This design comes from an exercise in tuning for small area, a short achievable clock period and few clock cycles on the open sky130 flow, not from production work. Where RTL was checked, it was by simulation tests only, not by an equivalence proof against the original. Only the layout flow was run in runs 1, 7 and 8; the RTL was not checked for function there. Power figures rest on the tool's default switching activity, not on a simulated workload.

<file path="design/flow/design.v">
module seed_lut(input [5:0] d, output [2:0] q0, output [9:0] r0);
function [12:0] seed;
	input [5:0] d;
	case (d)
		6'd0: seed = {3'd0, 10'd1023};
		6'd1: seed = {3'd1, 10'd0};
		6'd2: seed = {3'd1, 10'd1};
		6'd3: seed = {3'd1, 10'd2};
		6'd4: seed = {3'd2, 10'd1019};
		6'd5: seed = {3'd2, 10'd1020};
		6'd6: seed = {3'd2, 10'd1021};
		6'd7: seed = {3'd2, 10'd1022};
		6'd8: seed = {3'd2, 10'd1023};
		6'd9: seed = {3'd3, 10'd0};
		6'd10: seed = {3'd3, 10'd1};
		6'd11: seed = {3'd3, 10'd2};
		6'd12: seed = {3'd3, 10'd3};
		6'd13: seed = {3'd3, 10'd4};
		6'd14: seed = {3'd3, 10'd5};
		6'd15: seed = {3'd3, 10'd6};
		6'd16: seed = {3'd4, 10'd1015};
		6'd17: seed = {3'd4, 10'd1016};
		6'd18: seed = {3'd4, 10'd1017};
		6'd19: seed = {3'd4, 10'd1018};
		6'd20: seed = {3'd4, 10'd1019};
		6'd21: seed = {3'd4, 10'd1020};
		6'd22: seed = {3'd4, 10'd1021};
		6'd23: seed = {3'd4, 10'd1022};
		6'd24: seed = {3'd4, 10'd1023};
		6'd25: seed = {3'd5, 10'd0};
		6'd26: seed = {3'd5, 10'd1};
		6'd27: seed = {3'd5, 10'd2};
		6'd28: seed = {3'd5, 10'd3};
		6'd29: seed = {3'd5, 10'd4};
		6'd30: seed = {3'd5, 10'd5};
		6'd31: seed = {3'd5, 10'd6};
		6'd32: seed = {3'd5, 10'd7};
		6'd33: seed = {3'd5, 10'd8};
		6'd34: seed = {3'd5, 10'd9};
		6'd35: seed = {3'd5, 10'd10};
		6'd36: seed = {3'd6, 10'd1011};
		6'd37: seed = {3'd6, 10'd1012};
		6'd38: seed = {3'd6, 10'd1013};
		6'd39: seed = {3'd6, 10'd1014};
		6'd40: seed = {3'd6, 10'd1015};
		6'd41: seed = {3'd6, 10'd1016};
		6'd42: seed = {3'd6, 10'd1017};
		6'd43: seed = {3'd6, 10'd1018};
		6'd44: seed = {3'd6, 10'd1019};
		6'd45: seed = {3'd6, 10'd1020};
		6'd46: seed = {3'd6, 10'd1021};
		6'd47: seed = {3'd6, 10'd1022};
		6'd48: seed = {3'd6, 10'd1023};
		6'd49: seed = {3'd7, 10'd0};
		6'd50: seed = {3'd7, 10'd1};
		6'd51: seed = {3'd7, 10'd2};
		6'd52: seed = {3'd7, 10'd3};
		6'd53: seed = {3'd7, 10'd4};
		6'd54: seed = {3'd7, 10'd5};
		6'd55: seed = {3'd7, 10'd6};
		6'd56: seed = {3'd7, 10'd7};
		6'd57: seed = {3'd7, 10'd8};
		6'd58: seed = {3'd7, 10'd9};
		6'd59: seed = {3'd7, 10'd10};
		6'd60: seed = {3'd7, 10'd11};
		6'd61: seed = {3'd7, 10'd12};
		6'd62: seed = {3'd7, 10'd13};
		6'd63: seed = {3'd7, 10'd14};
	endcase
endfunction
assign {q0, r0} = seed(d);
endmodule
module pair_mux(input [3:0] js, input [19:0] d, output [1:0] pr);
assign pr =
	({2{~js[3] & ~js[0]}} & d[13:12]) |	 
	({2{ js[3] & ~js[2]}} & d[11:10]) |	 
	({2{ js[2] & ~js[1]}} & d[9:8]) |	 
	({2{ js[1] & ~js[0]}} & d[7:6]) |	 
	({2{ js[3] &  js[0]}} & d[5:4]) |	 
	({2{~js[3] &  js[2]}} & d[3:2]) |	 
	({2{~js[2] &  js[1]}} & d[1:0]);	 
endmodule
module nr_step(
	input [9:0] r, input [9:0] q, input [1:0] p, input neg,
	output [9:0] r_n, output [9:0] q_n
);
wire [9:0] a = r;
wire [9:0] b = {~neg, q[8:1] ^ {8{~neg}}, 1'b0};
wire ci = |p;
wire [9:0] h = a ^ b;
wire [9:0] g0 = (a & b) | {9'd0, h[0] & ci};
wire [9:0] p0 = h;
wire [9:0] g1 = g0 | (p0 & {g0[8:0], 1'b0});
wire [9:0] p1 = p0 & {p0[8:0], 1'b0};
wire [9:0] g2 = g1 | (p1 & {g1[7:0], 2'b0});
wire [9:0] p2 = p1 & {p1[7:0], 2'b0};
wire [9:0] g3 = g2 | (p2 & {g2[5:0], 4'b0});
wire [9:0] p3 = p2 & {p2[5:0], 4'b0};
wire [9:0] g4 = g3 | (p3 & {g3[1:0], 8'b0});
wire [9:0] hi = h ^ {g4[8:0], ci};
assign r_n = {hi[7:0], p - 2'd1};
assign q_n = {q[8:0], ~hi[9]};
endmodule
module rs_cudu_v2(
	input clock, reset,
	input sqrt_start, input [19:0] data_in,
	output sqrt_done, output [9:0] data_out
);
reg [3:0] js;		 
reg [9:0] q;		 
reg [9:0] r;		 
reg [1:0] pr;		 
reg neg;		 
reg done;		 
assign sqrt_done = done;
assign data_out = q;
wire [2:0] q0;
wire [9:0] r0;
seed_lut u_seed (.d(data_in[19:14]), .q0(q0), .r0(r0));
wire [9:0] rc [0:1];
wire [9:0] qc [0:1];
assign rc[0] = r;
assign qc[0] = q;
nr_step s0 (.r(rc[0]), .q(qc[0]), .p(pr[1:0]), .neg(neg), .r_n(rc[1]), .q_n(qc[1]));
wire [9:0] r_n = rc[1];
wire [9:0] q_n = qc[1];
always @(posedge clock, posedge reset)
	if (reset) js <= 4'd0;
	else js <= {~js[0] & (sqrt_start | js[3]), js[3:1]};
always @(posedge clock, posedge reset)
	if (reset) done <= 1'b0;
	else done <= js[1] & ~js[2];	 
wire [1:0] pr_n;
pair_mux u_pair (.js(js), .d(data_in), .pr(pr_n));
always @(posedge clock) begin
	if (sqrt_start) begin
		q <= {7'd0, q0};
		r <= r0;
		neg <= ~q0[0];
	end else begin
		if (js[3] | js[0]) q <= q_n;	 
		r <= r_n;
		neg <= ~q_n[0];
	end
	pr <= pr_n;
end
endmodule
</file>
<file path="design/flow/flow/run.sh">
#!/bin/bash
# The standard layout, with plain buf_1 cells as the port buffers.
set -euo pipefail
export BUFFER_PORTS_ARGS="-buffer_cell sky130_fd_sc_hd__buf_1"
bash standard.sh > make_finish.log 2>&1
</file>
<file path="design/flow/standard.sh">
#!/bin/bash
# synth_recipe.tcl (not shown) runs the flow's synth.tcl, then flattens the netlist and writes it again
# the make line also repeats each setting of config.mk as NAME=value (left out here)
make -C /OpenROAD-flow-scripts/flow DESIGN_CONFIG=/design/flow/config.mk WORK_HOME=/design/flow/orfs CLKGATE_MAP_FILE= SYNTH_SCRIPT=/design/flow/synth_recipe.tcl "${@:-finish}"
</file>
<file path="design/flow/config.mk">
export PLATFORM = sky130hd
export DESIGN_NAME = rs_cudu_v2
export DESIGN_NICKNAME = rs_cudu_v2
export VERILOG_FILES = /design/flow/design.v
export SDC_FILE = /design/flow/constraint.sdc
export NUM_CORES = 4
export LEC_CHECK = 0
export CAP_MARGIN = 20
export CORE_MARGIN = 2
export CORE_UTILIZATION = 40
export SETUP_SLACK_MARGIN = 2.8
export SLEW_MARGIN = 20
</file>
<file path="design/flow/constraint.sdc">
create_clock -name core_clock -period 5.0 [get_ports {clock}]
set_input_delay 1.0000 -clock core_clock [delete_from_list [all_inputs] [get_ports {clock}]]
set_output_delay 1.0000 -clock core_clock [all_outputs]
set_load 0.01 [all_outputs]
</file>
==> notes.md, run 1 <==
setup TNS 0 ps; Via density about 5.2; Post-DP HPWL around 2400 um; initial antenna violation count 0; most common cell after layout, fill and taps aside buf_1; most frequent cells in the layout buf_1, dfxtp_1, o21ai_0; Fillers 371; sw frac 0.397; worst r2r src q[1]$_DFFE_PP_; Routed wire per std cell about 12 um; global-route wire length before repair approximately 5500 um; cell count after synthesis 180; Critical Path RT 5040 ps; clock skew 1.93 ps; Max Slew Vio Count 0; top-area cell type share of the netlist area 0.248; Hold Crit Class reg -> reg; Worst Path Class, Setup reg -> reg; Final WS setup 2860 ps; Core Region approximately 0.0039 mm2; cell area after synthesis 0.00162 mm2; H-tree level count 1; DRC errors left 0; top cells by area, synth dfxtp_1, ha_1, dfrtp_1; antenna cells 0; clock sinks 28; hold_buf cts 0; worst endpoint data arrival time between 2000 and 2500 ps; Synth Flop Type dfxtp_1; Sequential Power Share 0.313; vias 1366; r2r worst-path depth 7; Synth Net Count 216; Seq/Total Area, Yosys 0.381; All-Layer GR Usage 0.159; Antenna Nets Post-Route 0; sink of the worst hold path r[0]$_DFF_P_; hold path depth 1; total leakage power 0.775 nW; Pre-antenna DRT Iters 4; final instance area 0.00192 mm2; final cell count without fillers between 200 and 300; setup violators final 0; I/O Buffers 33; Psw 486 uW; CP max FO 3; gpl congestion 0.845; crit path time final between 2000 and 2500 ps; layout cells sized above 1 0.112; Logic pwr share 0.556; Synth-to-Final Area Change 18.7%; DP Area 0.00177 mm2; clock edge transition at the registers on the reported setup and hold paths about 90 ps; Reg2Reg Setup Slack 2860 ps; grt total ovfl 0; Pwr Density 637 mW/mm2; status timing/DRC/antenna clean; row count 23; CP Capture Type flop; Starting Density 0.410; Die X 67.6 um; Hold Crit Start pr[0]$_DFF_P_; root buf cell clkbuf_8; Max rail drop VDD 0.000258 V; Cells after DPL 256; final net count 251; I/O pin cnt 34; worst hold slack ~440 ps; Tcrit/Tclk final 0.427; cell taking the most area after synthesis dfxtp_1; CTS buffer count 3; synth warn 2; vias in the first global route 1270; largest net degree at the start of global routing 29; Worst Setup Start Kind flop; Mapped Avg Cell Area around 9 um2; worst-margin pin slew roughly 440 ps; r2r endpoint q[0]$_DFFE_PP_; total length of routed wires roughly 3300 um; # Max-Cap Violations 0; clock power share 0.131; number of distinct library cells after synthesis 43; final-report hold violation count 0; slew margin rel. 0.708; clk latency of the worst-skew pair 280 ps; Post-Place Worst Slack 2530 ps; RSZ-0062 raised after global routing true; 1st-iter DRT viols 50; CTS Buffer Depth 2; FMAX 468 MHz; CTS tree built; FF+latch count, synth 28; die area between 0.004 and 0.005 mm2; cell-internal power 737 uW; Die H roughly 68 um; fin util 0.487; Post-synth EDFFs 3; Post-synth ARST share 0.179; Tot Pwr between 1 and 1.5 mW
state kept, by name, indices dropped and copies added (netlist names):
| signal | count |
|---|---|
| done | 1 |
| js | 4 |
| neg | 1 |
| pr | 2 |
| q | 10 |
| r | 10 |
cell usage after synthesis (4+ instances only):
master,n
dfxtp_1,20
o21ai_0,18
a21oi_1,17
inv_1,13
ha_1,12
nand2_1,11
nor2_1,11
xnor2_1,8
xor2_1,6
dfrtp_1,5
nand2b_1,5
clkbuf_1,4
o211ai_1,4
area by class of cell:
type | count | area [um2] | area share
well taps | 50 | 62.6 | 0.0326
inverters | 13 | 48.8 | 0.0254
multi-input cells | 131 | 957 | 0.499
clock buffers | 4 | 66.3 | 0.0346
flip-flops and latches | 28 | 621 | 0.324
repair buffers | 38 | 163 | 0.0848
logic make-up (layout without fill, tap and decap cells):
kind of cell / Yosys count / after routing / synth area share
AO/OA/AOI/OAI: 59 / 59 / 0.235
AND/OR/NAND/NOR: 41 / 41 / 0.123
flip-flops: 28 / 28 / 0.381
buffers and inverters: 21 / 55 / 0.0542
XOR/XNOR: 14 / 14 / 0.0759
adder cells (fa/ha/maj): 13 / 13 / 0.105
multiplexers: 4 / 4 / 0.0255
power groups by stage:
stage,clock (mW),combinational (mW),sequential [mW]
finish,0.160,0.679,0.383
floorplan,0,0.488,0.352
global route,0.172,0.782,0.396
global placement,0,0.577,0.382
detailed placement,0,0.571,0.381
CTS,0.163,0.588,0.378
metal layers:
metal  up-vias  global-route usage  wire (um)
met4         0              0.0459         35
met3         5              0.0350        117
met5         -                   0          0
met2        27               0.265       1570
li1        708                   -          -
met1       626               0.205       1570
worst max-delay path by stage:
stage | startpoint | cells after the start | slack (ps) | endpoint
CTS | neg$_DFF_P_ | 7 | 2780 | q[0]$_DFFE_PP_
finish | q[1]$_DFFE_PP_ | 7 | 2860 | q[0]$_DFFE_PP_
global placement | data_in[16] | 6 | 2570 | q[0]$_DFFE_PP_
floorplan | data_in[19] | 5 | 2810 | q[0]$_DFFE_PP_
detailed placement | data_in[16] | 6 | 2530 | q[0]$_DFFE_PP_
global route | q[1]$_DFFE_PP_ | 7 | 2760 | q[0]$_DFFE_PP_
what timing repair did:
| item | CTS | global route |
|---|---|---|
| endpoints found under the hold margin | 0 | 0 |
| buffers inserted | 0 | 4 |
| pin swaps | 0 | 7 |
| gates cloned | 0 | 0 |
| setup endpoints to repair | 2 | 2 |
| gates resized for setup | 3 | 12 |
worst max-delay path, cell delays in order, from the launching register on:
cell and delay, ps:
edfxtp_1 440, xnor2_1 240, ha_1 300, a211oi_2 180, o21bai_1 120, a21oi_2 190
nor4_1 80, or3_1 350
==> run 2, diff against run 1 <==
--- a/design/flow/design.v
+++ b/design/flow/design.v
@@ -112,6 +112,5 @@
 reg [1:0] pr;		 
 reg neg;		 
-reg done;		 
-assign sqrt_done = done;
+assign sqrt_done = js[0] & ~js[1];	 
 assign data_out = q;
 wire [2:0] q0;
@@ -128,7 +127,4 @@
 	if (reset) js <= 4'd0;
 	else js <= {~js[0] & (sqrt_start | js[3]), js[3:1]};
-always @(posedge clock, posedge reset)
-	if (reset) done <= 1'b0;
-	else done <= js[1] & ~js[2];	 
 wire [1:0] pr_n;
 pair_mux u_pair (.js(js), .d(data_in), .pr(pr_n));
==> run 2 against run 1 <==
Compared with the run above: wire length up 4.4%; highest routed layer unchanged; power down 8.9%; first-iteration DRC count up 38%.
==> notes.md, run 2 <==
clock sinks 27 (-3.6%); synth warn 2 (unchanged); FF+latch count, synth 27 (-3.6%); DRC errors left 0 (unchanged); cell count after synthesis 176 (-2.2%); final cell count without fillers 257 (-2.7%); Post-synth ARST share 0.148 (-0.0304); total leakage power 0.714 nW (-7.8%); vias 1377 (+0.81%); area of the multi-input gates 893 um2 (-6.7%); gpl congestion 0.834 (-1.2%); Cells after DPL 251 (-2.0%); most frequent cells in the layout buf_1, dfxtp_1, o21ai_0; worst r2r src pr[0]$_DFF_P_; All-Layer GR Usage 0.170 (+0.0111); vias in the first global route 1278 (+0.63%); antenna cells 0 (unchanged); Tot Pwr 1.11 mW (-8.9%); Die H 66.4 um (-1.8%); grt total ovfl 0 (unchanged); Final WS setup 2840 ps (-25.7 ps); Max rail drop VDD 0.000267 V (+3.8%); hold path depth 1 (unchanged); Pwr Density 618 mW/mm2 (-2.9%); CP max FO 3 (unchanged); Reg2Reg Setup Slack 2840 ps (-30 ps); 1st-iter DRT viols 69 (+38%); Max Slew Vio Count 0 (unchanged); top-area cell type share of the netlist area 0.257 (+0.00956); Worst Setup Start Kind flop; hold_buf cts 0 (unchanged); Die X 66.4 um (-1.8%); Seq. cell area 596 um2 (-4.0%); Starting Density 0.422 (+0.0120); Synth Net Count 212 (-1.9%); number of distinct library cells after synthesis 40 (-7.0%); Core Region 0.00369 mm2 (-6.4%); Hold Crit Class reg -> reg; top cells by area, synth dfxtp_1, ha_1, dfrtp_1; setup violators final 0 (unchanged); total length of routed wires 3440 um (+4.4%); Mapped Avg Cell Area 8.84 um2 (-1.5%); CTS tree built; Post-DP HPWL 2640 um (+9.3%); Crit. Startpoint pr[0]$_DFF_P_; setup TNS 0 ps (unchanged); Worst Path Class, Setup reg -> reg; Pre-antenna DRT Iters 4 (unchanged); H-tree level count 1 (unchanged); fin util 0.488 (+0.00162); global-route wire length before repair 5630 um (+1.9%); Via density 5.36 (+3.6%); most common cell in the netlist dfxtp_1; r2r endpoint r[8]$_DFF_P_; Synth-to-Final Area Change 15.7%; Seq/Total Area, Yosys 0.379 (-0.00138); largest net degree at the start of global routing 29 (unchanged); final instance area 0.00180 mm2 (-6.1%); I/O Buffers 33 (unchanged); final-report hold violation count 0 (unchanged); cell area after synthesis 0.00156 mm2 (-3.7%); Tcrit/Tclk final 0.433 (+0.00513); CTS Buffer Depth 2 (unchanged); worst endpoint data arrival time 2370 ps (+200 ps); status timing/DRC/antenna clean; Hold Crit Start pr[0]$_DFF_P_; layout cells sized above 1 0.0766 (-0.0356); Post-synth top cells dfxtp_1, a21oi_1, o21ai_0; most common cell after layout, fill and taps aside buf_1; CP Capture Type flop; Post-synth EDFFs 3 (unchanged); # Max-Cap Violations 0 (unchanged); Routed wire per std cell 13.4 um (+7.2%); die area 0.00441 mm2 (-3.5%); Synth Flop Type dfxtp_1; clock edge transition at the registers on the reported setup and hold paths 100 ps (about the same); root buf cell clkbuf_8; cell taking the most area after synthesis dfxtp_1; Post-Place Worst Slack 2540 ps (+14.2 ps); r2r worst-path depth 11 (+4); RSZ-0062 raised after global routing true; worst hold slack 444 ps (+8.87 ps); Critical Path RT 5200 ps (+160 ps); crit path time final 2160 ps (+25.7 ps); DP Area 0.00172 mm2 (-3.2%); I/O pin cnt 34 (unchanged); largest registers q (10), r (10), js (4); Fillers 372 (+0.27%); row count 22 (-4.3%); worst-margin pin slew 440 ps (+3.37 ps); Antenna Nets Post-Route 0 (unchanged); sink of the worst hold path r[0]$_DFF_P_; clk latency of the worst-skew pair 280 ps (about the same); FMAX 462 MHz (-1.2%); CTS buffer count 3 (unchanged); final net count 246 (-2.0%); initial antenna violation count 0 (unchanged); slew margin rel. 0.705 (-0.00314); clock skew 4.21 ps (+2.28 ps)
-- run 2: changes by cell type after synthesis, sizes merged, moves of 2 or more --
cell and change:
o22ai +2, a221oi +4, o211ai -3, clkbuf -2
nor2b +2, inv +2, nand2b -2, nor2 -2
a211oi +3, a31oi +2, a22o -3
-- run 2: per-layer routing --
layer  share of wire  GRT usage  wire [um]
met2            0.49      0.303       1690
met4           0.017     0.0587         58
met3           0.045     0.0409        156
met5               0          0          0
met1            0.45      0.197       1540
-- run 2: layout make-up --
cell class	instances	share of cell area
Timing Repair Buffer	36	0.0813
Inverter	15	0.0313
Multi-Input combinational cell	127	0.496
Clock buffer	3	0.0229
Sequential cell	27	0.331
Clock inverter	1	0.00417
Tap cell	48	0.0334
-- run 2: critical path: stages, from the launching register on --
cell and delay, ps:
dfxtp_1 340, inv_1 40, ha_1 180, inv_1 50
ha_2 200, inv_1 60, fa_2 370, or2b_1 260
a21oi_2 180, o21a_1 150, nor3_1 50, o31ai_1 200
-- run 2: timing repair --
item / 4_1_cts / 5_1_grt
gates resized for setup: 2 / 7
pin swaps: 0 / 2
gates cloned: 0 / 0
buffers inserted: 0 / 2
endpoints found under the hold margin: 0 / 0
endpoints found under the setup margin: 4 / 9
-- run 2: how the worst max path moves through the flow --
stage	end	depth (start not counted)	slack, ps
finish	r[8]$_DFF_P_	11	2840
global route	r[8]$_DFF_P_	11	2630
CTS	r[8]$_DFF_P_	11	2740
detailed placement	r[4]$_DFF_P_	7	2540
global placement	r[4]$_DFF_P_	7	2520
floorplan	r[8]$_DFF_P_	11	2950
-- run 2: cells by family after synthesis --
logic type,Yosys count,synth area share
flops,27,0.379
compound gates,59,0.231
mux,5,0.0338
xor+xnor,14,0.0788
fa+ha+maj,13,0.109
buf+inv,22,0.0571
simple gates,36,0.111
-- run 2: report_power, final --
group | internal [mW] | switching, mW
sequential | 0.301 | 0.0635
combinational | 0.286 | 0.335
clock | 0.0567 | 0.0720
Testbench counts of run 2, summed over its fixed seeds: cycles 32,008.
==> run 3, diff against run 2 <==
--- a/design/flow/config.mk
+++ b/design/flow/config.mk
@@ -9,4 +9,4 @@
 export CORE_MARGIN = 2
 export CORE_UTILIZATION = 40
-export SETUP_SLACK_MARGIN = 2.8
+export SETUP_SLACK_MARGIN = 3.0
 export SLEW_MARGIN = 20
==> run 3 against run 2 <==
Compared with the run above: area after synthesis unchanged; power increased by 12%; cell count increased by 3.5%; largest power group unchanged; setup slack improved by 100 ps; first-iteration DRC count decreased by 32%.
==> notes.md, run 3 <==
worst endpoint data arrival time 2250 ps (-120 ps); sw frac 0.409 (-0.0128); CTS tree built; most common cell after layout, fill and taps aside buf_1; Post-synth top cells dfxtp_1, a21oi_1, o21ai_0; H-tree level count 1 (unchanged); clock power share 0.100 (-0.016); top cells by area, synth dfxtp_1, ha_1, dfrtp_1; Die X 66.4 um (unchanged); DRC errors left 0 (unchanged); total length of routed wires 3590 um (+4.4%); post-synthesis compound-gate area fraction 0.231 (unchanged); Core Region 0.00369 mm2 (unchanged); row count 22 (unchanged); Pwr Density 644 mW/mm2 (+4.1%); Tcrit/Tclk final 0.412 (-0.0206); Routed wire per std cell 13.5 um (+0.83%); Max Slew Vio Count 0 (unchanged); Antenna Nets Post-Route 0 (unchanged); Hold Crit Class reg -> reg; Worst Setup Start Kind flop; slew margin rel. 0.696 (-0.00873); Seq. cell area 597 um2 (+0.21%); Mapped Avg Cell Area 8.84 um2 (unchanged); 1st-iter DRT viols 47 (-32%); Pre-antenna DRT Iters 4 (unchanged); largest registers q (10), r (10), js (4); RSZ-0062 raised after global routing true; Critical Path RT 5190 ps (about the same); area of the multi-input gates 940 um2 (+5.2%); synth warn 2 (unchanged); FF+latch count, synth 27 (unchanged); most common cell in the netlist dfxtp_1; CTS buffer count 3 (unchanged); Sequential Power Share 0.294 (-0.033); Cell Chain, Critical Path xnor2_2, inv_1, fa_2, or2b_1, buf_4, buf_6, nand2b_4, a211oi_2, o31ai_1; Synth-to-Final Area Change 24.2%; top-area cell type share of the netlist area 0.257 (unchanged); # Max-Cap Violations 0 (unchanged); Post-DP HPWL 2580 um (-2.4%); root buf cell clkbuf_8; final net count 255 (+3.7%); most frequent cells in the layout buf_1, dfxtp_1, a21oi_1, o21ai_0, inv_1; cell count after synthesis 176 (unchanged); I/O Buffers 33 (unchanged); Post-synth ARST share 0.148 (unchanged); Slowest-stage cell, CP edfxtp_1; Max rail drop VDD 0.000262 V (-1.9%); Psw 509 uW (+8.3%); Seq/Total Area, Yosys 0.379 (unchanged); largest family of logic cells by synthesized area compound AO/OA/AOI/OAI gates; clk latency of the worst-skew pair 270 ps (about the same); Post-Synth Adder-Cell Area 0.109 (unchanged); cell-internal power 735 uW (+14%); setup TNS 0 ps (unchanged); I/O pin cnt 34 (unchanged); Buf/Inv on CP 3 (unchanged); initial antenna violation count 0 (unchanged); Worst Path Class, Setup reg -> reg; Logic pwr share 0.606 (+0.049); die area 0.00441 mm2 (unchanged); setup violators final 0 (unchanged); largest net degree at the start of global routing 29 (unchanged); total leakage power 0.783 nW (+9.5%); Post-Synth Simple-Gate Area 0.111 (unchanged); post-synthesis mux area share 0.0338 (unchanged); number of distinct library cells after synthesis 40 (unchanged); clock sinks 27 (unchanged); vias in the first global route 1343 (+5.1%); CTS Buffer Depth 2 (unchanged); Die H 66.4 um (unchanged); Post-synth EDFFs 3 (unchanged); CP max FO 2 (-1); worst-margin pin slew 454 ps (+14.4 ps); Top delay family on crit path flip-flops; XOR/XNOR Fraction of Synth Area 0.0788 (unchanged); Via density 5.23 (-2.3%); gpl congestion 0.832 (-0.26%); global-route wire length before repair 5880 um (+4.4%); crit path time final 2060 ps (-103 ps); clock skew 4.28 ps (+0.0697 ps); Tot Pwr 1.24 mW (+12%); Synth Net Count 212 (unchanged); layout cells sized above 1 0.174 (+0.0978); antenna cells 0 (unchanged); Synth Flop Type dfxtp_1; cell taking the most area after synthesis dfxtp_1; vias 1392 (+1.1%); grt total ovfl 0 (unchanged); Starting Density 0.422 (unchanged); final-report hold violation count 0 (unchanged); Fillers 352 (-5.4%); clock edge transition at the registers on the reported setup and hold paths 90 ps (about the same); CP Capture Type flop; cell area after synthesis 0.00156 mm2 (unchanged); worst stage delay on the critical path 470 ps (+100 ps); FMAX 485 MHz (+5.0%); status timing/DRC/antenna clean; All-Layer GR Usage 0.172 (+0.00191)
==> run 3: per-stage QoR <==
| stage | area [um2] | setup slack, ps | std cells | hold slack [ps] | utilization |
|---|---|---|---|---|---|
| global placement | 1720 | 2660 | 251 | 439 | 0.467 |
| floorplan | 1560 | 3010 | 176 | 407 | - |
| global route | 1930 | 2780 | 266 | 466 | 0.524 |
| detailed placement | 1720 | 2610 | 251 | 441 | 0.467 |
| finish | 1930 | 2940 | 266 | 435 | 0.524 |
| CTS | 1870 | 2960 | 264 | 440 | 0.507 |
==> run 3: logic make-up after synthesis <==
| logic type | after synthesis |
|---|---|
| xor+xnor | 14 |
| simple gates | 36 |
| compound gates | 59 |
| mux | 5 |
| flops | 27 |
| buf+inv | 22 |
| fa+ha+maj | 13 |
==> run 3: final timing paths <==
path | end | from | slack [ps] | cells after the start
setup / recovery | r[6]$_DFF_P_ | q[1]$_DFFE_PP_ | 2940 | 9
hold / removal | r[0]$_DFF_P_ | pr[0]$_DFF_P_ | 430 | 1
setup reg to reg | r[6]$_DFF_P_ | q[1]$_DFFE_PP_ | 2940 | 9
hold reg to reg | r[0]$_DFF_P_ | pr[0]$_DFF_P_ | 430 | 1
max in group asynchronous | js[0]$_DFF_PP0_ | reset | 4280 | 2
min in group asynchronous | js[1]$_DFF_PP0_ | reset | 560 | 2
==> run 3: power by group through the flow <==
stage	logic, mW	clock network [mW]	registers [mW]
3_3_place_gp	0.560	0	0.370
4_1_cts	0.667	0.128	0.367
5_1_grt	0.839	0.140	0.377
2_1_floorplan	0.482	0	0.339
6_report	0.755	0.124	0.366
3_5_place_dp	0.572	0	0.370
==> run 3: what timing repair did <==
| item | in CTS | in global routing |
|---|---|---|
| cloned | 0 | 0 |
| pin swaps | 10 | 4 |
| buffers inserted | 9 | 2 |
| endpoints found under the setup margin | 9 | 11 |
| hold buffers | 0 | 0 |
| gates resized for setup | 12 | 14 |
==> run 3: routing by layer <==
layer	part of all wire	track usage	vias up
met4	0.0039	0.0434	0
met2	0.51	0.300	29
met1	0.46	0.221	646
met3	0.032	0.0239	2
met5	0	0	-
li1	-	-	715
==> run 3: worst reg2reg max path, delay by kind of cell, from the launching register on <==
family / cells / cell delay (ps)
DFF: 1 / 470
xor gates and xnor gates: 1 / 190
AOI/OAI and AO/OA: 2 / 280
adders and majority gates: 1 / 390
and+or+nand+nor: 2 / 310
buffers and inverters: 3 / 350
==> run 3: final cells by class <==
| class | count | area share |
|---|---|---|
| inverter | 15 | 0.0291 |
| multi-input combinational | 127 | 0.486 |
| sequential | 27 | 0.309 |
| timing repair buffer | 45 | 0.120 |
| clock buffer | 3 | 0.0214 |
| clock inverter | 1 | 0.00388 |
| tap | 48 | 0.0311 |
==> run 4, diff against run 3 <==
--- a/design/flow/config.mk
+++ b/design/flow/config.mk
@@ -9,4 +9,4 @@
 export CORE_MARGIN = 2
 export CORE_UTILIZATION = 40
-export SETUP_SLACK_MARGIN = 3.0
+export SETUP_SLACK_MARGIN = 2.9
 export SLEW_MARGIN = 20
==> run 4 against run 3 <==
Compared with the run above: wire length shrank 1.5%; sequential power is essentially flat; fmax shrank 0.68%; design area shrank 2.8%; area after synthesis is the same; first-iteration DRC count grew 11%; count of clock-buffer cells in the layout is the same; flip-flop and latch count is the same; largest cell class unchanged; highest routed layer unchanged.
==> notes.md, run 4 <==
status timing/DRC/antenna clean; top-area cell type share of the netlist area 0.257 (unchanged); number of distinct library cells after synthesis 40 (unchanged); Post-synth EDFFs 3 (unchanged); worst r2r src neg$_DFF_P_; Logic pwr share 0.578 (-0.028); cell count after synthesis 176 (unchanged); Post-synth ARST share 0.148 (unchanged); Synth Net Count 212 (unchanged); Pre-antenna DRT Iters 4 (unchanged); worst endpoint data arrival time 2100 ps (-150 ps); row count 22 (unchanged); Worst Path Class, Setup in -> reg; sink of the worst hold path r[0]$_DFF_P_; Fillers 366 (+4.0%); vias 1401 (+0.65%); clock sinks 27 (unchanged); Reg2Reg Setup Slack 2950 ps (about the same); 1st-iter DRT viols 52 (+11%); largest registers q (10), r (10), js (4); Seq. cell area 598 um2 (+0.21%); crit path time final 2070 ps (+14.2 ps); CP max FO 6 (+4); Critical Path RT 5020 ps (-170 ps); Die H 66.4 um (unchanged); top cells by area, synth dfxtp_1, ha_1, dfrtp_1; Seq/Total Area, Yosys 0.379 (unchanged); clock power share 0.109 (+0.009); final cell count without fillers 261 (-1.9%); sw frac 0.420 (+0.0111); r2r worst-path depth 7 (-2); Cell Chain, Critical Path buf_1, nor3_1, a211oi_1, a31oi_1, a22oi_1, nand3_1; clock edge transition at the registers on the reported setup and hold paths 90 ps (about the same); synth warn 2 (unchanged); Hold Crit Start pr[0]$_DFF_P_; root buf cell clkbuf_8; most common cell in the netlist dfxtp_1; final net count 250 (-2.0%); worst stage delay on the critical path 360 ps (-110 ps); Slowest-stage cell, CP a211oi_1; Top delay family on crit path compound AO/OA/AOI/OAI gates; fin util 0.509 (-0.0149); hold_buf cts 0 (unchanged); All-Layer GR Usage 0.171 (-0.000838); worst hold slack 442 ps (+7.23 ps); setup violators final 0 (unchanged); Worst Setup Start Kind primary input; most frequent cells in the layout buf_1, dfxtp_1, o21ai_0; Synth Flop Type dfxtp_1; Routed wire per std cell 13.5 um (+0.38%); FMAX 482 MHz (-0.68%); setup TNS 0 ps (unchanged); Synth-to-Final Area Change 20.7%; total leakage power 0.742 nW (-5.2%); Sequential Power Share 0.313 (+0.019); Buf/Inv on CP 1 (-2); Max rail drop VDD 0.000266 V (+1.5%); antenna cells 0 (unchanged); RSZ-0062 raised after global routing true; Core Region 0.00369 mm2 (unchanged); # Max-Cap Violations 0 (unchanged); Final WS setup 2930 ps (-14.2 ps); initial antenna violation count 0 (unchanged); DRC errors left 0 (unchanged); Die X 66.4 um (unchanged); grt total ovfl 0 (unchanged); FF+latch count, synth 27 (unchanged); cell taking the most area after synthesis dfxtp_1; I/O pin cnt 34 (unchanged); vias in the first global route 1299 (-3.3%); CTS tree built; slew margin rel. 0.722 (+0.0256); Post-DP HPWL 2640 um (+2.5%); largest net degree at the start of global routing 29 (unchanged); CTS Buffer Depth 2 (unchanged); Psw 492 uW (-3.4%); gpl congestion 0.834 (+0.26%); hold path depth 1 (unchanged); CP Capture Type flop; H-tree level count 1 (unchanged); cell-internal power 678 uW (-7.8%); final instance area 0.00188 mm2 (-2.8%); clk latency of the worst-skew pair 280 ps (about the same); die area 0.00441 mm2 (unchanged); r2r endpoint neg$_DFF_P_; CTS buffer count 3 (unchanged); Antenna Nets Post-Route 0 (unchanged); Post-Place Worst Slack 2540 ps (-66.0 ps); Via density 5.37 (+2.6%); Cells after DPL 251 (unchanged); most common cell after layout, fill and taps aside buf_1; global-route wire length before repair 5660 um (-3.6%); final-report hold violation count 0 (unchanged); Starting Density 0.422 (unchanged); layout cells sized above 1 0.150 (-0.0241); Mapped Avg Cell Area 8.84 um2 (unchanged); total length of routed wires 3530 um (-1.5%); Post-synth top cells dfxtp_1, a21oi_1, o21ai_0; DP Area 0.00172 mm2 (-0.36%); Tcrit/Tclk final 0.415 (+0.00284); area of the multi-input gates 937 um2 (-0.27%); Tot Pwr 1.17 mW (-6.0%); I/O Buffers 33 (unchanged); Pwr Density 623 mW/mm2 (-3.2%); worst-margin pin slew 407 ps (-47.3 ps); Max Slew Vio Count 0 (unchanged); cell area after synthesis 0.00156 mm2 (unchanged); Hold Crit Class reg -> reg; clock skew 4.40 ps (+0.117 ps)
-- run 4: layer usage --
layer	routed length, um	global-route usage	up-vias
met5	0	0	-
li1	-	-	707
met2	1760	0.303	39
met4	76	0.0663	0
met1	1530	0.197	647
met3	162	0.0409	8
-- run 4: what timing repair did --
item | 4_1_cts | 5_1_grt
endpoints found under the setup margin | 9 | 5
setup buffers | 2 | 4
pin swaps | 0 | 8
resized for setup | 7 | 16
-- run 4: cells by family (layout without fill, tap and decap cells) --
logic type / after synthesis / in the layout / synth area share
compound gates: 59 / 59 / 0.231
simple gates: 36 / 36 / 0.111
flops: 27 / 27 / 0.379
buf+inv: 22 / 59 / 0.0571
xor+xnor: 14 / 14 / 0.0788
fa+ha+maj: 13 / 13 / 0.109
mux: 5 / 5 / 0.0338
-- run 4: worst max-delay path by stage --
stage	to	depth (start not counted)	from	slack [ps]
after floorplan	r[8]$_DFF_P_	11	pr[0]$_DFF_P_	2950
after global placement	r[4]$_DFF_P_	7	data_in[14]	2520
after detailed placement	r[4]$_DFF_P_	7	data_in[14]	2540
after CTS	r[8]$_DFF_P_	11	pr[0]$_DFF_P_	2860
after global routing	r[8]$_DFF_P_	11	pr[0]$_DFF_P_	2860
final	q[0]$_DFFE_PP_	6	data_in[18]	2930
-- run 4: power by group through the flow --
stage | Clock [mW] | Combinational (mW) | Sequential [mW]
after floorplan | 0 | 0.474 | 0.339
after global placement | 0 | 0.555 | 0.368
after detailed placement | 0 | 0.567 | 0.371
after CTS | 0.132 | 0.596 | 0.363
after global routing | 0.143 | 0.757 | 0.376
final | 0.128 | 0.676 | 0.366
-- run 4: final cells by class --
cell class | count | share of cell area
Timing Repair Buffer | 40 | 0.0946
Sequential cell | 27 | 0.318
Clock buffer | 3 | 0.0220
Inverter | 15 | 0.0300
Clock inverter | 1 | 0.00400
Multi-Input combinational cell | 127 | 0.499
Tap cell | 48 | 0.0320
-- run 4: worst register-to-register path: cells and delay by family (launching register included) --
family	cells	cell delay [ps]
compound gates	3	390
xor+xnor	1	160
fa+ha+maj	1	360
flops	1	410
simple gates	2	630
==> run 5, diff against run 4 <==
--- a/design/flow/config.mk
+++ b/design/flow/config.mk
@@ -9,4 +9,7 @@
 export CORE_MARGIN = 2
 export CORE_UTILIZATION = 40
-export SETUP_SLACK_MARGIN = 2.9
+export CTS_BUF_LIST = sky130_fd_sc_hd__clkbuf_8
+export CTS_CLUSTER_DIAMETER = 100
+export CTS_CLUSTER_SIZE = 30
+export SETUP_SLACK_MARGIN = 2.8
 export SLEW_MARGIN = 20
==> run 5 against run 4 <==
Compared with the run above: setup slack worse by 89 ps; area after synthesis unchanged; combinational power fell by 8.3%; via count decreased by 1.7%; first-iteration DRC count is 33% higher; largest power group unchanged; highest routed layer unchanged.
==> notes.md, run 5 <==
Slowest-stage cell, CP fa_2; root buf cell clkbuf_8; # Max-Cap Violations 0 (unchanged); clk latency of the worst-skew pair 280 ps (about the same); Core Region 0.00369 mm2 (unchanged); setup violators final 0 (unchanged); Hold Crit Class reg -> reg; Post-synth ARST share 0.148 (unchanged); Synth Flop Type dfxtp_1; Tot Pwr 1.11 mW (-4.8%); row count 22 (unchanged); worst endpoint data arrival time 2370 ps (+270 ps); setup TNS 0 ps (unchanged); I/O pin cnt 34 (unchanged); Pwr Density 618 mW/mm2 (-0.71%); gpl congestion 0.834 (unchanged); Synth Net Count 212 (unchanged); Antenna Nets Post-Route 0 (unchanged); antenna cells 0 (unchanged); Seq/Total Area, Yosys 0.379 (unchanged); total length of routed wires 3440 um (-2.7%); cell count after synthesis 176 (unchanged); slew margin rel. 0.705 (-0.0169); 1st-iter DRT viols 69 (+33%); total leakage power 0.714 nW (-3.7%); Post-synth EDFFs 3 (unchanged); vias in the first global route 1278 (-1.6%); vias 1377 (-1.7%); FF+latch count, synth 27 (unchanged); Mapped Avg Cell Area 8.84 um2 (unchanged); most common cell in the netlist dfxtp_1; Post-synth top cells dfxtp_1, a21oi_1, o21ai_0; clock edge transition at the registers on the reported setup and hold paths 100 ps (about the same); top cells by area, synth dfxtp_1, ha_1, dfrtp_1; Starting Density 0.422 (unchanged); clock skew 4.21 ps (-0.187 ps); Die X 66.4 um (unchanged); cell taking the most area after synthesis dfxtp_1; initial antenna violation count 0 (unchanged); most common cell after layout, fill and taps aside buf_1; final-report hold violation count 0 (unchanged); synth warn 2 (unchanged); DRC errors left 0 (unchanged); largest net degree at the start of global routing 29 (unchanged); I/O Buffers 33 (unchanged); largest registers q (10), r (10), js (4); Tcrit/Tclk final 0.433 (+0.0177); FMAX 462 MHz (-4.1%); Max Slew Vio Count 0 (unchanged); Pre-antenna DRT Iters 4 (unchanged); Synth-to-Final Area Change 15.7%; Via density 5.36 (-0.18%); CTS buffer count 3 (unchanged); cell area after synthesis 0.00156 mm2 (unchanged); Die H 66.4 um (unchanged); Worst Path Class, Setup reg -> reg; top-area cell type share of the netlist area 0.257 (unchanged); Cell Chain, Critical Path inv_1, ha_1, inv_1, ha_2, inv_1, fa_2, or2b_1, a21oi_2, o21a_1, nor3_1, o31ai_1; worst stage delay on the critical path 370 ps (about the same); CP max FO 3 (-3); crit path time final 2160 ps (+88.7 ps); Post-DP HPWL 2640 um (unchanged); clock sinks 27 (unchanged); die area 0.00441 mm2 (unchanged); All-Layer GR Usage 0.170 (-0.00107); final net count 246 (-1.6%); global-route wire length before repair 5630 um (-0.60%); number of distinct library cells after synthesis 40 (unchanged); Critical Path RT 5200 ps (+180 ps); Max rail drop VDD 0.000267 V (+0.43%); H-tree level count 1 (unchanged); RSZ-0062 raised after global routing true; CTS tree built; hold_buf cts 0 (unchanged); CP dominant cell by count inv_1; status timing/DRC/antenna clean; most frequent cells in the layout buf_1, dfxtp_1, o21ai_0; Worst Setup Start Kind flop; Routed wire per std cell 13.4 um (-1.2%); layout cells sized above 1 0.0766 (-0.0737); CP Capture Type flop; grt total ovfl 0 (unchanged); worst-margin pin slew 440 ps (+32.9 ps); CTS Buffer Depth 2 (unchanged)
[run 5: cell counts after synthesis]
Identical to the previous run, type by type.
[run 5: power by group]
part,switching (mW),internal [mW]
logic,0.335,0.286
clock network,0.0720,0.0567
registers,0.0635,0.301
total,0.470,0.644
[run 5: cell type report]
cell class                 instances  area, um2
sequential                        27        596
clock buffer                       3       41.3
fill                             372       1890
multi-input combinational        127        893
clock inverter                     1       7.51
inverter                          15       56.3
tap                               48       60.1
timing repair buffer              36        146
[run 5: layer usage]
| metal | vias to the layer above | track usage | share of wire |
|---|---|---|---|
| met5 | - | 0 | 0 |
| met4 | 0 | 0.0587 | 0.017 |
| met3 | 6 | 0.0409 | 0.045 |
| met2 | 40 | 0.303 | 0.49 |
| met1 | 638 | 0.197 | 0.45 |
| li1 | 693 | - | - |
[run 5: per-stage QoR]
step	setup slack (ps)	cell area (um2)	std cells	hold WS (ps)	utilization
2_1_floorplan	2950	1560	176	407	-
3_3_place_gp	2520	1720	251	434	0.465
3_5_place_dp	2540	1720	251	435	0.465
4_1_cts	2740	1770	255	449	0.479
5_1_grt	2630	1800	257	487	0.488
6_report	2840	1800	257	444	0.488
[run 5: worst max-delay path, delay by kind of cell, from the launching register on]
family / cells / cell delay (ps)
AO/OA/AOI/OAI: 3 / 530
AND/OR/NAND/NOR: 2 / 310
adder cells (fa/ha/maj): 3 / 750
buffers and inverters: 3 / 150
flip-flops: 1 / 340
[run 5: cells by family after synthesis]
logic type | Yosys count | synth area share
muxes | 5 | 0.0338
and+or+nand+nor | 36 | 0.111
AOI/OAI and AO/OA | 59 | 0.231
xor gates and xnor gates | 14 | 0.0788
buffers and inverters | 22 | 0.0571
DFF | 27 | 0.379
adders and majority gates | 13 | 0.109
[run 5: worst paths after layout]
check                                       end  cells past startpoint          start  slack [ps]
worst max register to register     r[8]$_DFF_P_                     11  pr[0]$_DFF_P_        2840
worst min-delay path               r[0]$_DFF_P_                      1  pr[0]$_DFF_P_         440
min in group asynchronous       js[2]$_DFF_PP0_                      2          reset         560
worst min register to register     r[0]$_DFF_P_                      1  pr[0]$_DFF_P_         440
max in group asynchronous       js[0]$_DFF_PP0_                      2          reset        4290
worst max-delay path               r[8]$_DFF_P_                     11  pr[0]$_DFF_P_        2840
[run 5: what timing repair did]
action	4_1_cts	5_1_grt
setup buffers	0	2
setup endpoints to repair	4	9
pin swaps	0	2
gates resized for setup	2	7
==> run 6, diff against run 5 <==
--- a/design/flow/config.mk
+++ b/design/flow/config.mk
@@ -9,5 +9,5 @@
 export CORE_MARGIN = 2
 export CORE_UTILIZATION = 40
-export CTS_BUF_LIST = sky130_fd_sc_hd__clkbuf_8
+export CTS_BUF_LIST = sky130_fd_sc_hd__clkbuf_16
 export CTS_CLUSTER_DIAMETER = 100
 export CTS_CLUSTER_SIZE = 30
==> run 6 against run 5 <==
Compared with the run above: die area did not move; critical path depth did not move; utilization rose by 1.1 points; clock skew fell by 0.60 ps; fmax fell by 1.2%; highest routed layer unchanged; wire length fell by 0.81%; critical path type unchanged; power rose by 4.7%; synthesized cell count did not move; non-clock buffer count did not move.
==> notes.md, run 6 <==
Post-Synth Simple-Gate Area 0.111 (unchanged); most common cell in the netlist dfxtp_1; die area 0.00441 mm2 (unchanged); CP Capture Type flop; Die H 66.4 um (unchanged); final net count 246 (unchanged); row count 22 (unchanged); Pwr Density 634 mW/mm2 (+2.4%); clock sinks 27 (unchanged); number of distinct library cells after synthesis 40 (unchanged); Logic pwr share 0.528 (-0.029); Tcrit/Tclk final 0.438 (+0.00547); layout cells sized above 1 0.0766 (unchanged); Cells after DPL 251 (unchanged); Post-DP HPWL 2640 um (unchanged); largest registers q (10), r (10), js (4); Post-synth ARST share 0.148 (unchanged); setup TNS 0 ps (unchanged); Mapped Avg Cell Area 8.84 um2 (unchanged); Starting Density 0.422 (unchanged); clock edge transition at the registers on the reported setup and hold paths 70 ps (-30 ps); Synth Flop Type dfxtp_1; RSZ-0062 raised after global routing true; setup violators final 0 (unchanged); worst hold slack 440 ps (-4.17 ps); gpl congestion 0.834 (unchanged); All-Layer GR Usage 0.167 (-0.00286); largest net degree at the start of global routing 29 (unchanged); # Max-Cap Violations 0 (unchanged); CTS tree built; cell area after synthesis 0.00156 mm2 (unchanged); Hold Crit Class reg -> reg; I/O Buffers 33 (unchanged); slew margin rel. 0.707 (+0.00214); 1st-iter DRT viols 77 (+12%); vias 1395 (+1.3%); Die X 66.4 um (unchanged); CTS Buffer Depth 2 (unchanged); top-area cell type share of the netlist area 0.257 (unchanged); Antenna Nets Post-Route 0 (unchanged); Psw 473 uW (+0.60%); status timing/DRC/antenna clean; total leakage power 0.736 nW (+3.0%); CP max FO 3 (unchanged); Max Slew Vio Count 0 (unchanged); cell count after synthesis 176 (unchanged); most common cell after layout, fill and taps aside buf_1; I/O pin cnt 34 (unchanged); Core Region 0.00369 mm2 (unchanged); Worst Setup Start Kind flop; Synth Net Count 212 (unchanged); Via density 5.43 (+1.3%); Post-Synth Adder-Cell Area 0.109 (unchanged); most frequent cells in the layout buf_1, dfxtp_1, o21ai_0; clock skew 3.62 ps (-0.596 ps); Seq/Total Area, Yosys 0.379 (unchanged); worst endpoint data arrival time 2370 ps (about the same); Routed wire per std cell 13.3 um (-0.81%); grt total ovfl 0 (unchanged); crit path time final 2190 ps (+27.4 ps); clock power share 0.158 (+0.042); clk latency of the worst-skew pair 260 ps (-20 ps); vias in the first global route 1279 (+0.078%); Sequential Power Share 0.314 (-0.013); CTS buffer count 3 (unchanged); top cells by area, synth dfxtp_1, ha_1, dfrtp_1; global-route wire length before repair 5620 um (-0.25%); Pre-antenna DRT Iters 4 (unchanged); cell-internal power 693 uW (+7.6%); fin util 0.499 (+0.0105); initial antenna violation count 0 (unchanged); Hold Crit Start pr[0]$_DFF_P_; Fillers 364 (-2.2%); H-tree level count 1 (unchanged); worst-margin pin slew 438 ps (-1.87 ps); synth warn 2 (unchanged); post-synthesis compound-gate area fraction 0.231 (unchanged); worst r2r src pr[0]$_DFF_P_; XOR/XNOR Fraction of Synth Area 0.0788 (unchanged); cell taking the most area after synthesis dfxtp_1; largest family of logic cells by synthesized area compound AO/OA/AOI/OAI gates; Crit. Startpoint pr[0]$_DFF_P_; Worst Path Class, Setup reg -> reg; total length of routed wires 3410 um (-0.81%); Max rail drop VDD 0.000261 V (-2.5%); sw frac 0.406 (-0.0164); antenna cells 0 (unchanged); Post-synth top cells dfxtp_1, a21oi_1, o21ai_0; DRC errors left 0 (unchanged); post-synthesis mux area share 0.0338 (unchanged); Critical Path RT 5180 ps (-20 ps); Synth-to-Final Area Change 18.2%; FF+latch count, synth 27 (unchanged); final cell count without fillers 257 (unchanged); final-report hold violation count 0 (unchanged); Post-synth EDFFs 3 (unchanged); root buf cell clkbuf_16; FMAX 457 MHz (-1.2%)
## run 6: layout make-up
type / count / area, um2 / area share
tap: 48 / 60.1 / 0.0327
timing repair buffer: 36 / 146 / 0.0796
multi-input combinational: 127 / 898 / 0.488
clock buffer: 3 / 75.1 / 0.0408
clock inverter: 1 / 7.51 / 0.00408
sequential: 27 / 596 / 0.324
inverter: 15 / 56.3 / 0.0306
## run 6: power groups by stage
| stage | combinational [mW] | sequential [mW] | clock [mW] |
|---|---|---|---|
| 6_report | 0.615 | 0.366 | 0.185 |
| 5_1_grt | 0.692 | 0.375 | 0.198 |
| 4_1_cts | 0.573 | 0.368 | 0.189 |
| 3_5_place_dp | 0.567 | 0.371 | 0 |
| 3_3_place_gp | 0.555 | 0.368 | 0 |
| 2_1_floorplan | 0.474 | 0.339 | 0 |
## run 6: metrics by stage
step                      power, mW  instance area (um2)  setup WS, ps
after floorplan               0.813                 1560          2950
after global placement        0.923                 1720          2520
after detailed placement      0.939                 1720          2540
after CTS                      1.13                 1800          2750
after global routing           1.27                 1840          2600
final                          1.17                 1840          2810
## run 6: worst max-delay path, cell delays in order, from the launching register on
cell and delay [ps]:
dfxtp_1 330, inv_1 40, ha_1 180, inv_1 50
ha_2 200, inv_1 60, fa_1 420, or2b_1 270
a21oi_2 150, o21a_1 150, nor3_1 50, o31ai_1 200
## run 6: logic make-up (layout without fill, tap and decap cells)
| logic type | after synthesis | after routing |
|---|---|---|
| compound gates | 59 | 59 |
| xor+xnor | 14 | 14 |
| fa+ha+maj | 13 | 13 |
| buf+inv | 22 | 55 |
| flops | 27 | 27 |
| mux | 5 | 5 |
| simple gates | 36 | 36 |
## run 6: routing by layer
layer	wire, um	track usage	up-vias
met3	185	0.0307	7
met4	53	0.0587	0
met5	0	0	-
li1	-	-	697
met2	1660	0.298	53
met1	1510	0.199	638
## run 6: final timing paths
kind                                   endpoint  slack, ps  depth (start not counted)
worst max register to register     r[8]$_DFF_P_       2810                         11
max in group asynchronous       js[0]$_DFF_PP0_       4260                          2
worst min register to register     r[0]$_DFF_P_        440                          1
worst min-delay path               r[0]$_DFF_P_        440                          1
min in group asynchronous       js[2]$_DFF_PP0_        580                          2
worst max-delay path               r[8]$_DFF_P_       2810                         11
## run 6: repair_timing
action | CTS | global route
gates cloned | 0 | 0
resized for setup | 2 | 7
hold buffers | 0 | 0
buffers inserted | 0 | 2
setup endpoints to repair | 4 | 9
pin swaps | 0 | 1
==> run 7, diff against run 6 <==
--- a/design/flow/design.v
+++ b/design/flow/design.v
@@ -83,4 +83,5 @@
 module nr_step(
 	input [9:0] r, input [9:0] q, input [1:0] p, input neg,
+	input ld, input [9:0] r_ld,	 
 	output [9:0] r_n, output [9:0] q_n
 );
@@ -99,5 +100,5 @@
 wire [9:0] g4 = g3 | (p3 & {g3[1:0], 8'b0});
 wire [9:0] hi = h ^ {g4[8:0], ci};
-assign r_n = {hi[7:0], p - 2'd1};
+assign r_n = ld ? r_ld : {hi[7:0], p - 2'd1};
 assign q_n = {q[8:0], ~hi[9]};
 endmodule
@@ -121,5 +122,5 @@
 assign rc[0] = r;
 assign qc[0] = q;
-nr_step s0 (.r(rc[0]), .q(qc[0]), .p(pr[1:0]), .neg(neg), .r_n(rc[1]), .q_n(qc[1]));
+nr_step s0 (.r(rc[0]), .q(qc[0]), .p(pr[1:0]), .neg(neg), .ld(sqrt_start), .r_ld(r0), .r_n(rc[1]), .q_n(qc[1]));
 wire [9:0] r_n = rc[1];
 wire [9:0] q_n = qc[1];
@@ -132,11 +133,10 @@
 	if (sqrt_start) begin
 		q <= {7'd0, q0};
-		r <= r0;
 		neg <= ~q0[0];
 	end else begin
 		if (js[3] | js[0]) q <= q_n;	 
-		r <= r_n;
 		neg <= ~q_n[0];
 	end
+	r <= r_n;	 
 	pr <= pr_n;
 end
--- a/design/flow/config.mk
+++ b/design/flow/config.mk
@@ -9,7 +9,4 @@
 export CORE_MARGIN = 2
 export CORE_UTILIZATION = 40
-export CTS_BUF_LIST = sky130_fd_sc_hd__clkbuf_16
-export CTS_CLUSTER_DIAMETER = 100
-export CTS_CLUSTER_SIZE = 30
 export SETUP_SLACK_MARGIN = 2.8
 export SLEW_MARGIN = 20
==> run 7 against run 6 <==
Compared with the run above: critical endpoint is now q[0]$_DFFE_PP_; clock skew about the same; power down 1.2%; global-route usage decreased by 0.24 points; synthesized cell count rose by 8.0%.
==> notes.md, run 7 <==
status timing/DRC/antenna clean; row count 23 (+4.5%); final-report hold violation count 0 (unchanged); GRT met2 Usage 0.266 (-0.0319); GR Util met3 0.0260 (-0.00469); Most Crowded Layer GR met2; final cell count without fillers 273 (+6.2%); Post-synth ARST share 0.148 (unchanged); top cells by area, synth dfxtp_1, ha_1, dfrtp_1; global-route wire length before repair 5860 um (+4.3%); CTS buffer count 3 (unchanged); CTS tree built; worst endpoint data arrival time 2130 ps (-240 ps); Seq/Total Area, Yosys 0.354 (-0.0259); vias 1469 (+5.3%); Tot Pwr 1.15 mW (-1.2%); Antenna Nets Post-Route 0 (unchanged); clock edge transition at the registers on the reported setup and hold paths 90 ps (+20 ps); Psw 492 uW (+4.0%); CP Capture Type flop; All-Layer GR Usage 0.165 (-0.00235); Starting Density 0.418 (-0.00440); gpl congestion 0.880 (+5.5%); total leakage power 0.744 nW (+1.1%); cell taking the most area after synthesis dfxtp_1; most frequent cells in the layout buf_1, dfxtp_1, nor2_1, a21oi_1, nand2_1; Fillers 400 (+9.9%); DRC errors left 0 (unchanged); Routed wire per std cell 13.0 um (-1.9%); slew margin rel. 0.709 (+0.00236); Sequential Power Share 0.315 (about the same); number of distinct library cells after synthesis 45 (+13%); cell count after synthesis 190 (+8.0%); most common cell in the netlist dfxtp_1; grt total ovfl 0 (unchanged); antenna cells 0 (unchanged); setup violators final 0 (unchanged); largest registers q (10), r (10), js (4); Synth Net Count 226 (+6.6%); initial antenna violation count 0 (unchanged); final net count 260 (+5.7%); most common cell after layout, fill and taps aside buf_1; Via density 5.38 (-0.87%); clock skew 3.69 ps (+0.0721 ps); CP max FO 3 (unchanged); total length of routed wires 3550 um (+4.2%); Worst Path Class, Setup reg -> reg; grt met1 use 0.227 (+0.0286); worst hold slack 433 ps (-7.55 ps); worst-margin pin slew 436 ps (-1.92 ps); crit path time final 2100 ps (-88.2 ps); 1st-iter DRT viols 51 (-34%); Pre-antenna DRT Iters 4 (unchanged); RSZ-0062 raised after global routing true; I/O pin cnt 34 (unchanged); Die H 68.6 um (+3.4%); Post-DP HPWL 2760 um (+4.3%); die area 0.00471 mm2 (+6.9%); H-tree level count 1 (unchanged); vias in the first global route 1293 (+1.1%); Logic pwr share 0.575 (+0.047); Synth Flop Type dfxtp_1; Max Slew Vio Count 0 (unchanged); layout cells sized above 1 0.0762 (-0.000322); CTS Buffer Depth 2 (unchanged); FMAX 476 MHz (+4.2%); sw frac 0.427 (+0.0213); setup TNS 0 ps (unchanged); clock power share 0.110 (-0.048); Mapped Avg Cell Area 8.79 um2 (-0.59%); Cells after DPL 267 (+6.4%); Post-synth EDFFs 3 (unchanged); FF+latch count, synth 27 (unchanged); Max rail drop VDD 0.000258 V (-0.93%); Final WS setup 2900 ps (+88.2 ps); top-area cell type share of the netlist area 0.240 (-0.0175); clk latency of the worst-skew pair 270 ps (about the same); Die X 68.6 um (+3.4%); clock sinks 27 (unchanged); largest net degree at the start of global routing 27 (-6.9%); # Max-Cap Violations 0 (unchanged); I/O Buffers 33 (unchanged); synth warn 2 (unchanged); Core Region 0.00400 mm2 (+8.4%); Post-synth top cells dfxtp_1, a21oi_1, nor2_1; Post-Place Worst Slack 2650 ps (+104 ps); root buf cell clkbuf_8; Hold Crit Class reg -> reg; cell-internal power 660 uW (-4.7%); Worst Setup Start Kind flop; Pwr Density 605 mW/mm2 (-4.5%); Tcrit/Tclk final 0.420 (-0.0177); Synth-to-Final Area Change 13.9%; cell area after synthesis 0.00167 mm2 (+7.3%); Critical Path RT 5030 ps (-150 ps)
run 7: changes by cell type in the layout (fill, tap and decap cells not counted), moves of 3 or more:
cell and delta:
nand2_1 +3, o21ai_0 -4, o211ai_1 +3, clkbuf_16 -3
xor2_1 -4, clkbuf_8 +3, a221oi_1 -4, nand2b_1 +5
nor2_1 +8, nand3b_1 +3
run 7: worst paths after layout:
check                               startpoint         endpoint  slack [ps]  depth (start not counted)
max in group asynchronous                reset  js[0]$_DFF_PP0_        4290                          2
worst max register to register  q[1]$_DFFE_PP_   q[0]$_DFFE_PP_        2900                          6
worst min register to register   pr[0]$_DFF_P_     r[0]$_DFF_P_         430                          1
worst max-delay path            q[1]$_DFFE_PP_   q[0]$_DFFE_PP_        2900                          6
worst min-delay path             pr[0]$_DFF_P_     r[0]$_DFF_P_         430                          1
min in group asynchronous                reset  js[2]$_DFF_PP0_         550                          2
run 7: area by class of cell:
type / count / area [um2] / share of cell area
clock buffer: 3 / 41.3 / 0.0217
multi-input combinational: 143 / 1000 / 0.528
tap: 50 / 62.6 / 0.0329
clock inverter: 1 / 6.26 / 0.00329
timing repair buffer: 36 / 146 / 0.0769
inverter: 13 / 48.8 / 0.0256
sequential: 27 / 593 / 0.312
run 7: through the flow:
stage               cell area (um2)   util
detailed placement             1830  0.458
finish                         1900  0.476
floorplan                      1670      -
global route                   1900  0.476
CTS                            1880  0.470
global placement               1830  0.458
run 7: timing repair:
item	4_1_cts	5_1_grt
hold buffers	0	0
endpoints found under the setup margin	2	2
gates resized for setup	2	1
endpoints found under the hold margin	0	0
setup buffers	0	2
run 7: logic make-up (layout without fill, tap and decap cells):
kind of cell | Yosys count | count (layout) | share of synthesized area
xor+xnor | 12 | 12 | 0.0629
flops | 27 | 27 | 0.354
simple gates | 51 | 51 | 0.151
compound gates | 65 | 65 | 0.270
mux | 2 | 2 | 0.0120
buf+inv | 20 | 53 | 0.0494
fa+ha+maj | 13 | 13 | 0.102
run 7: power groups by stage:
stage	Clock [mW]	Sequential [mW]	Combinational, mW
detailed placement	0	0.369	0.646
CTS	0.130	0.366	0.653
global route	0.138	0.376	0.747
global placement	0	0.368	0.657
finish	0.127	0.363	0.662
floorplan	0	0.337	0.542
run 7: layer usage:
layer | vias to the layer above | part of all wire | wire length [um]
met5 | - | 0 | 0
met4 | 0 | 0.011 | 39
met3 | 5 | 0.040 | 142
met2 | 29 | 0.47 | 1670
met1 | 682 | 0.48 | 1710
li1 | 753 | - | -
run 7: worst max-delay path, cell delays in order, from the launching register on:
cell	delay [ps]
edfxtp_1	460
xnor2_2	180
ha_1	340
a211oi_2	290
nor4_2	100
o21ba_2	230
a211o_1	260
==> run 8, diff against run 7 <==
--- a/design/flow/design.v
+++ b/design/flow/design.v
@@ -82,10 +82,9 @@
 endmodule
 module nr_step(
-	input [9:0] r, input [9:0] q, input [1:0] p, input neg,
-	input ld, input [9:0] r_ld,	 
+	input [9:0] r, input [9:0] q, input [1:0] p,
 	output [9:0] r_n, output [9:0] q_n
 );
 wire [9:0] a = r;
-wire [9:0] b = {~neg, q[8:1] ^ {8{~neg}}, 1'b0};
+wire [9:0] b = {q[0], q[8:1] ^ {8{q[0]}}, 1'b0};
 wire ci = |p;
 wire [9:0] h = a ^ b;
@@ -100,5 +99,5 @@
 wire [9:0] g4 = g3 | (p3 & {g3[1:0], 8'b0});
 wire [9:0] hi = h ^ {g4[8:0], ci};
-assign r_n = ld ? r_ld : {hi[7:0], p - 2'd1};
+assign r_n = {hi[7:0], p - 2'd1};
 assign q_n = {q[8:0], ~hi[9]};
 endmodule
@@ -112,5 +111,4 @@
 reg [9:0] r;		 
 reg [1:0] pr;		 
-reg neg;		 
 assign sqrt_done = js[0] & ~js[1];	 
 assign data_out = q;
@@ -122,5 +120,5 @@
 assign rc[0] = r;
 assign qc[0] = q;
-nr_step s0 (.r(rc[0]), .q(qc[0]), .p(pr[1:0]), .neg(neg), .ld(sqrt_start), .r_ld(r0), .r_n(rc[1]), .q_n(qc[1]));
+nr_step s0 (.r(rc[0]), .q(qc[0]), .p(pr[1:0]), .r_n(rc[1]), .q_n(qc[1]));
 wire [9:0] r_n = rc[1];
 wire [9:0] q_n = qc[1];
@@ -133,10 +131,9 @@
 	if (sqrt_start) begin
 		q <= {7'd0, q0};
-		neg <= ~q0[0];
+		r <= r0;
 	end else begin
 		if (js[3] | js[0]) q <= q_n;	 
-		neg <= ~q_n[0];
+		r <= r_n;
 	end
-	r <= r_n;	 
 	pr <= pr_n;
 end
==> run 8 against run 7 <==
Compared with the run above: largest power group unchanged; largest cell class unchanged; utilization grew 3.6 points; hold slack better by 6.0 ps; combinational power increased by 8.9%; cell count decreased by 2.9%; still clean on timing, DRC and antenna; via count decreased by 3.1%.
==> notes.md, run 8 <==
status timing/DRC/antenna clean; Post-DP HPWL 2670 um (-3.3%); Critical Path RT 5020 ps (about the same); final-report hold violation count 0 (unchanged); All-Layer GR Usage 0.173 (+0.00806); Logic pwr share 0.585 (+0.010); number of distinct library cells after synthesis 42 (-6.7%); synth warn 2 (unchanged); area of the multi-input gates 943 um2 (-6.1%); setup TNS 0 ps (unchanged); layout cells sized above 1 0.124 (+0.0482); final net count 254 (-2.3%); clock skew 6.91 ps (+3.22 ps); setup violators final 0 (unchanged); 1st-iter DRT viols 53 (+3.9%); Routed wire per std cell 13.4 um (+3.0%); Pwr Density 648 mW/mm2 (+7.0%); Post-synth EDFFs 3 (unchanged); DP Area 0.00171 mm2 (-6.4%); worst r2r src q[0]$_DFFE_PP_; Seq/Total Area, Yosys 0.366 (+0.0124); Core Region 0.00372 mm2 (-7.1%); Final WS setup 2860 ps (-41.6 ps); Hold Crit Class reg -> reg; CP max FO 4 (+1); Psw 501 uW (+1.9%); clk latency of the worst-skew pair 270 ps (about the same); CTS Buffer Depth 2 (unchanged); Post-Place Worst Slack 2640 ps (-3.73 ps); largest net degree at the start of global routing 29 (+7.4%); FMAX 467 MHz (-1.9%); Mapped Avg Cell Area 8.76 um2 (-0.37%); top-area cell type share of the netlist area 0.244 (+0.00428); Max Slew Vio Count 0 (unchanged); most frequent cells in the layout buf_1, dfxtp_1, inv_1; grt total ovfl 0 (unchanged); DRC errors left 0 (unchanged); CP Capture Type flop; most common cell after layout, fill and taps aside buf_1; total length of routed wires 3550 um (about the same); Synth-to-Final Area Change 22.0%; cell area after synthesis 0.00156 mm2 (-6.7%); die area 0.00441 mm2 (-6.3%); hold_buf cts 0 (unchanged); Reg2Reg Setup Slack 2860 ps (-40 ps); Hold Crit Start pr[0]$_DFF_P_; H-tree level count 1 (unchanged); Post-synth ARST share 0.154 (+0.00570); clock edge transition at the registers on the reported setup and hold paths 90 ps (about the same); CTS tree built; cell count after synthesis 178 (-6.3%); vias 1424 (-3.1%); Max rail drop VDD 0.000260 V (+0.69%); Fillers 352 (-12%); I/O pin cnt 34 (unchanged); Die H 66.4 um (-3.2%); Worst Setup Start Kind flop; row count 22 (-4.3%); Seq. cell area 572 um2 (-3.6%); Die X 66.4 um (-3.2%); total leakage power 0.800 nW (+7.5%); Synth Flop Type dfxtp_1; CTS buffer count 3 (unchanged); cell-internal power 731 uW (+11%); Tcrit/Tclk final 0.429 (+0.00833); RSZ-0062 raised after global routing true; Worst Path Class, Setup reg -> reg; global-route wire length before repair 5920 um (+1.1%); clock sinks 26 (-3.7%); Synth Net Count 214 (-5.3%); Antenna Nets Post-Route 0 (unchanged); r2r endpoint q[0]$_DFFE_PP_; I/O Buffers 33 (unchanged); Pre-antenna DRT Iters 4 (unchanged); Starting Density 0.420 (+0.00195); Sequential Power Share 0.273 (-0.042); top cells by area, synth dfxtp_1, ha_1, xor2_1; cell taking the most area after synthesis dfxtp_1; slew margin rel. 0.743 (+0.0336); most common cell in the netlist dfxtp_1; root buf cell clkbuf_8; sw frac 0.407 (-0.0202); clock power share 0.142 (+0.032); worst endpoint data arrival time 2170 ps (+40 ps); crit path time final 2140 ps (+41.6 ps); gpl congestion 0.852 (-3.2%); r2r worst-path depth 8 (+2); worst-margin pin slew 385 ps (-51.8 ps); Post-synth top cells dfxtp_1, a21oi_1, inv_1; initial antenna violation count 0 (unchanged); final instance area 0.00190 mm2 (about the same); hold path depth 1 (unchanged); largest registers q (10), r (10), js (4); vias in the first global route 1361 (+5.3%); sink of the worst hold path r[0]$_DFF_P_; FF+latch count, synth 26 (-3.7%); Via density 5.37 (-0.14%); antenna cells 0 (unchanged); # Max-Cap Violations 0 (unchanged)
==> run 8: power groups by stage <==
stage	Clock (mW)	Sequential, mW	Combinational [mW]
global route	0.187	0.348	0.797
finish	0.175	0.337	0.721
global placement	0	0.353	0.560
detailed placement	0	0.357	0.573
CTS	0.178	0.343	0.612
floorplan	0	0.324	0.487
==> run 8: stage by stage <==
step / total power [mW] / std cells / util / hold WS, ps
after floorplan: 0.811 / 178 / - / 405
after global placement: 0.913 / 252 / 0.461 / 418
after detailed placement: 0.930 / 252 / 0.461 / 431
after CTS: 1.13 / 260 / 0.489 / 444
after global routing: 1.33 / 265 / 0.512 / 454
final: 1.23 / 265 / 0.512 / 439
==> run 8: worst max-delay path, stage by stage (launching register included) <==
cell and delay [ps]:
edfxtp_1 450, buf_4 190, xor2_1 140, ha_1 350, o21ai_1 100, o21bai_1 220
a21oi_2 120, nor4_2 260, nor3_2 70
==> run 8: final cells by class <==
type | count | area share
Timing Repair Buffer | 43 | 0.105
Tap cell | 48 | 0.0316
Multi-Input combinational cell | 129 | 0.496
Clock buffer | 3 | 0.0217
Sequential cell | 26 | 0.301
Clock inverter | 1 | 0.0158
Inverter | 15 | 0.0296
==> run 8: how the worst max path moves through the flow <==
stage / from / to / slack (ps) / depth (start not counted)
global route: q[0]$_DFFE_PP_ / r[8]$_DFF_P_ / 2700 / 9
detailed placement: q[0]$_DFFE_PP_ / r[8]$_DFF_P_ / 2640 / 8
CTS: pr[0]$_DFF_P_ / r[8]$_DFF_P_ / 2770 / 11
finish: q[0]$_DFFE_PP_ / q[0]$_DFFE_PP_ / 2860 / 8
floorplan: q[0]$_DFFE_PP_ / r[8]$_DFF_P_ / 2900 / 9
global placement: q[0]$_DFFE_PP_ / r[8]$_DFF_P_ / 2780 / 8
==> run 8: kinds of logic after synthesis <==
| kind of cell | Yosys count | synth area share |
|---|---|---|
| fa+ha+maj | 13 | 0.109 |
| buf+inv | 23 | 0.0602 |
| mux | 4 | 0.0265 |
| xor+xnor | 14 | 0.0787 |
| compound gates | 61 | 0.246 |
| simple gates | 37 | 0.114 |
| flops | 26 | 0.366 |
==> run 8: metal layers <==
layer,vias up,wire length (um),GRT usage
met3,7,140,0.0358
met4,0,77,0.0485
met2,39,1750,0.306
li1,712,-,-
met5,-,0,0
met1,666,1590,0.209
==> run 8: timing repair <==
item,CTS,global route
buffers inserted,4,5
resized for setup,1,11
hold endpoints to repair,0,0
endpoints found under the setup margin,3,3
pin swaps,0,9

[port drivers added, routing unchanged]
Ports are ideal in the flow. The routed layouts listed here were re-timed in OpenROAD.
Step 1: set_driving_cell puts a clkbuf_16 on clock and a buf_2 on each other input, an assumption about the parent block.
Step 2 also shifts input and output timing later by t, the mid clock arrival at the registers, as if the neighbouring blocks saw the same clock.
Three values: ideal, step 1, step 2; two values: the first two.
run | t (ns) | setup slack, ns
run 1 | 0.305 | 2.863 / 2.863 / 2.574
run 2 | 0.302 | 2.837 / 2.837 / 2.610
run 3 | 0.290 | 2.940 / 2.940 / 2.754
run 4 | 0.302 | 2.926 / 2.932 / 2.630
run 5 | 0.302 | 2.837 / 2.837 / 2.610
run 6 | 0.291 | 2.810 / 2.810 / 2.612
run 7 | 0.298 | 2.898 / 2.897 / 2.638
run 8 | 0.295 | 2.857 / 2.857 / 2.738
After both steps every run listed still meets setup and hold.
